What follows belongs to an exercise in optimizing a design on an open flow for small area; a production flow would make more cautious choices. At most, simulation tests tie the RTL to the original design; equivalence was not proved. Power is estimated from default activity; no workload was simulated.

==> flow/design.v <==
module bullsCows (
    input logic [15:0] guess,
    input logic confirm,
    input logic clock,
    input logic reset,
    output logic [5:0] d1,
    output logic [5:0] d2,
    output logic [5:0] d3,
    output logic [5:0] d4,
    output logic [5:0] d5,
    output logic [5:0] d6,
    output logic [5:0] d7,
    output logic [5:0] d8,
    output logic [7:0] j1_count,
    output logic [7:0] j2_count
  );
  localparam logic [1:0] PS = 2'b00, PG = 2'b01, PD = 2'b10, PF = 2'b11;
  logic [1:0] ph;
  logic pl;
  logic [1:0] dph;
  logic dpl;
  logic [15:0] secret_j1, secret_j2;
  logic [1:0] bulls;
  logic [2:0] cows;
  logic btn_prev, btn_tick;
  always @(posedge clock) begin
    btn_tick <= confirm & ~btn_prev;
    btn_prev <= confirm;
  end
  wire setup = (ph == PS);
  wire guessing = (ph == PG);
  wire selg = setup, sel1 = ~setup & pl, sel2 = ~setup & ~pl;
  wire [15:0] opb = (guess & {16{selg}}) | (secret_j1 & {16{sel1}}) | (secret_j2 & {16{sel2}});
  logic [15:0] eq;
  logic [3:0] bl, cw;
  genvar gi, gj;
  generate
    for (gi = 0; gi < 4; gi++) begin : g_i
      for (gj = 0; gj < 4; gj++) begin : g_j
        assign eq[4*gi+gj] = (guess[4*gi +: 4] == opb[4*gj +: 4]);
      end
      assign bl[gi] = eq[5*gi];
      assign cw[gi] = |(eq[4*gi +: 4] & ~(4'b0001 << gi));
    end
  endgenerate
  wire rep = |cw;
  wire win = &bl;
  wire [1:0] nb = bl[0] + bl[1] + bl[2] + bl[3];
  wire [2:0] nc = cw[0] + cw[1] + cw[2] + cw[3];
  always @(posedge clock) begin
    if (btn_tick) begin
      if (setup && !rep && !pl) secret_j1 <= guess;
      if (setup && !rep && pl) secret_j2 <= guess;
      if (guessing) begin
        bulls <= nb;
        cows <= nc;
      end
    end
  end
  logic [7:0] t1, t2;
  always_comb begin
    t1[0] = btn_tick & guessing & win & ~pl;
    t2[0] = btn_tick & guessing & win & pl;
    for (int k = 1; k < 8; k++) begin
      t1[k] = t1[k-1] & j1_count[k-1];
      t2[k] = t2[k-1] & j2_count[k-1];
    end
  end
  always @(posedge clock, posedge reset) begin
    if (reset) begin
      j1_count <= 0;
      j2_count <= 0;
    end else begin
      j1_count <= j1_count ^ t1;
      j2_count <= j2_count ^ t2;
    end
  end
  always @(posedge clock, posedge reset) begin
    if (reset) begin
      ph <= PS;
      pl <= 1'b0;
      dph <= PF;
      dpl <= 1'b1;
    end else begin
      if (setup && btn_tick && rep) begin
        dph <= PF;
        dpl <= 1'b1;
      end else begin
        dph <= ph;
        dpl <= pl;
      end
      if (btn_tick) begin
        case (ph)
          PS: if (!rep) begin
                ph <= pl ? PG : PS;
                pl <= ~pl;
              end
          PG: if (win) begin
                ph <= PF;
                pl <= 1'b0;
              end else ph <= PD;
          PD: begin
                ph <= PG;
                pl <= ~pl;
              end
          default: ph <= PS;
        endcase
      end
    end
  end
  wire cT = (dph == PS);
  wire cG = (dph == PG);
  wire cD = (dph == PD);
  wire cF = (dph == PF) & ~dpl;
  wire cB = (dph == PF) & dpl;
  always_comb begin
    d1 = 6'b000000; d2 = 6'b000000; d3 = 6'b000000; d4 = 6'b000000;
    d5 = 6'b000000; d6 = 6'b000000; d7 = 6'b000000; d8 = 6'b000000;
    if (cB) begin
      d1 = 6'b100001; d2 = 6'b100001; d3 = 6'b100001; d4 = 6'b100001;
      d5 = 6'b100001; d6 = 6'b100001; d7 = 6'b100001; d8 = 6'b100001;
    end
    if (cT) begin
      d1 = 6'b111011; d2 = 6'b111001; d3 = 6'b101111; d4 = 6'b111101;
      d5 = 6'b101011; d6 = 6'b000001; d7 = dpl ? 6'b100101 : 6'b100011; d8 = 6'b110111;
    end
    if (cG) begin
      d7 = dpl ? 6'b100101 : 6'b100011; d8 = 6'b110111;
    end
    if (cD) begin
      d1 = 6'b110101; d2 = 6'b111001; d3 = 6'b000000; d4 = {2'b10, cows, 1'b1};
      d5 = 6'b100001; d6 = 6'b101111; d7 = 6'b000000; d8 = {3'b100, bulls, 1'b1};
    end
    if (cF) begin
      d1 = 6'b111101; d2 = 6'b101001; d3 = 6'b111101; d4 = 6'b101011;
      d5 = 6'b110011; d6 = 6'b110011; d7 = 6'b111001; d8 = 6'b110001;
    end
  end
endmodule
clock: 5.0 ns
lec_check: 0
cap_margin: 20
core_margin: 2
core_utilization: 70
slew_margin: 20
standard.sh (not shown) runs the stock make flow with config.mk's settings and CLKGATE_MAP_FILE= SYNTH_SCRIPT=/design/flow/synth_recipe.tcl, a recipe that flattens the netlist after the stock synthesis.
==> flow/flow/run.sh <==
#!/bin/bash
# Own layout flow: the standard synthesis, its combinational logic re-mapped
# for area (registers untouched), then the standard layout steps with the
# smallest buffer on each port and a smaller clock tree.
set -euo pipefail
work=$(pwd)
res=$work/orfs/results/$FLOW_PLATFORM/bullsCows/base
export LIB=$FLOW_HOME/platforms/sky130hd/lib/sky130_fd_sc_hd__tt_025C_1v80.lib
export BUFFER_PORTS_ARGS="-buffer_cell sky130_fd_sc_hd__buf_1"
if [[ -f flow/cts_args ]]; then export CTS_ARGS="$(cat flow/cts_args)"; fi

bash standard.sh "$res/1_2_yosys.v" > make_synth.log 2>&1
cp "$res/1_2_yosys.v" standard_synth.v
NETLIST_IN=$work/standard_synth.v NETLIST_OUT=$res/1_2_yosys.v ABC_SCRIPT=$work/flow/resynth.abc \
  yosys -c flow/resynth.tcl > yosys_resynth.log 2>&1
bash standard.sh > make_finish.log 2>&1
Other scripts of this flow, unchanged in this note and not shown: flow/flow/cts_args, flow/flow/resynth.abc, flow/flow/resynth.tcl
Next try:
--- a/flow/design.v
+++ b/flow/design.v
@@ -16,10 +16,11 @@
   );
   localparam logic [1:0] PS = 2'b00, PG = 2'b01, PD = 2'b10, PF = 2'b11;
   logic [1:0] ph;
   logic pl;
-  logic [1:0] dph;
-  logic dpl;
+  logic [2:0] ndm;
+  wire [1:0] dph = ~ndm[2:1];
+  wire dpl = ~ndm[0];
   logic [15:0] secret_j1, secret_j2;
   logic [1:0] bulls;
   logic [2:0] cows;
   logic btn_prev, btn_tick;
@@ -47,15 +48,13 @@
   wire win = &bl;
   wire [1:0] nb = bl[0] + bl[1] + bl[2] + bl[3];
   wire [2:0] nc = cw[0] + cw[1] + cw[2] + cw[3];
   always @(posedge clock) begin
-    if (btn_tick) begin
-      if (setup && !rep && !pl) secret_j1 <= guess;
-      if (setup && !rep && pl) secret_j2 <= guess;
-      if (guessing) begin
-        bulls <= nb;
-        cows <= nc;
-      end
+    if (setup && !pl) secret_j1 <= guess;
+    if (setup && pl) secret_j2 <= guess;
+    if (!ph[1]) begin
+      bulls <= nb;
+      cows <= nc;
     end
   end
   logic [7:0] t1, t2;
   always_comb begin
@@ -78,18 +77,12 @@
   always @(posedge clock, posedge reset) begin
     if (reset) begin
       ph <= PS;
       pl <= 1'b0;
-      dph <= PF;
-      dpl <= 1'b1;
+      ndm <= 3'b000;
     end else begin
-      if (setup && btn_tick && rep) begin
-        dph <= PF;
-        dpl <= 1'b1;
-      end else begin
-        dph <= ph;
-        dpl <= pl;
-      end
+      if (setup && btn_tick && rep) ndm <= 3'b000;
+      else ndm <= ~{ph, pl};
       if (btn_tick) begin
         case (ph)
           PS: if (!rep) begin
                 ph <= pl ? PG : PS;
Count of clock-buffer cells in the layout stays the same.
Core utilization decreases by 0.20 points.
Via count goes down by a few percent.
Routed wire length falls by a few percent.
Setup slack gains 58 ps.
Sequential power rose by about a fifth.
Only the layout flow was run in the first run of this note; the RTL was not checked for function there.

what the ideal ports hide:
The results above use ideal ports. As a check the final layouts listed here were re-extracted and re-timed, cells and wires unchanged.
Step 1: set_driving_cell puts a clkbuf_16 on clock and a buf_2 on each other input, an assumption about the parent block.
Step 2 adds t to the input delays and takes it off the output delays; t is the mean of the earliest and latest rising clock arrival at the registers after step 1. Input paths then give back, and output paths get back, about the clock's delay inside the block.
a / b / c = ideal ports / drivers / drivers and shift; a / b = the first two.
| run | shift t [ns] | setup slack, ns | hold slack, ns | worst setup path after step 2 | worst register clock-pin slew, ns |
|---|---|---|---|---|---|
| the first run | 0.419 | 0.819 / 0.819 / 0.800 | 0.399 / 0.399 / 0.399 | input to register | 0.10 / 0.10 |
| the second run | 0.425 | 0.877 / 0.877 / 0.607 | 0.369 / 0.369 / 0.369 | input to register | 0.11 / 0.11 |
After both steps setup and hold are still met in every run listed. For the second run, which loses most, drivers alone change the setup slack by 0.000 ns; drivers and shift together by -0.270 ns.
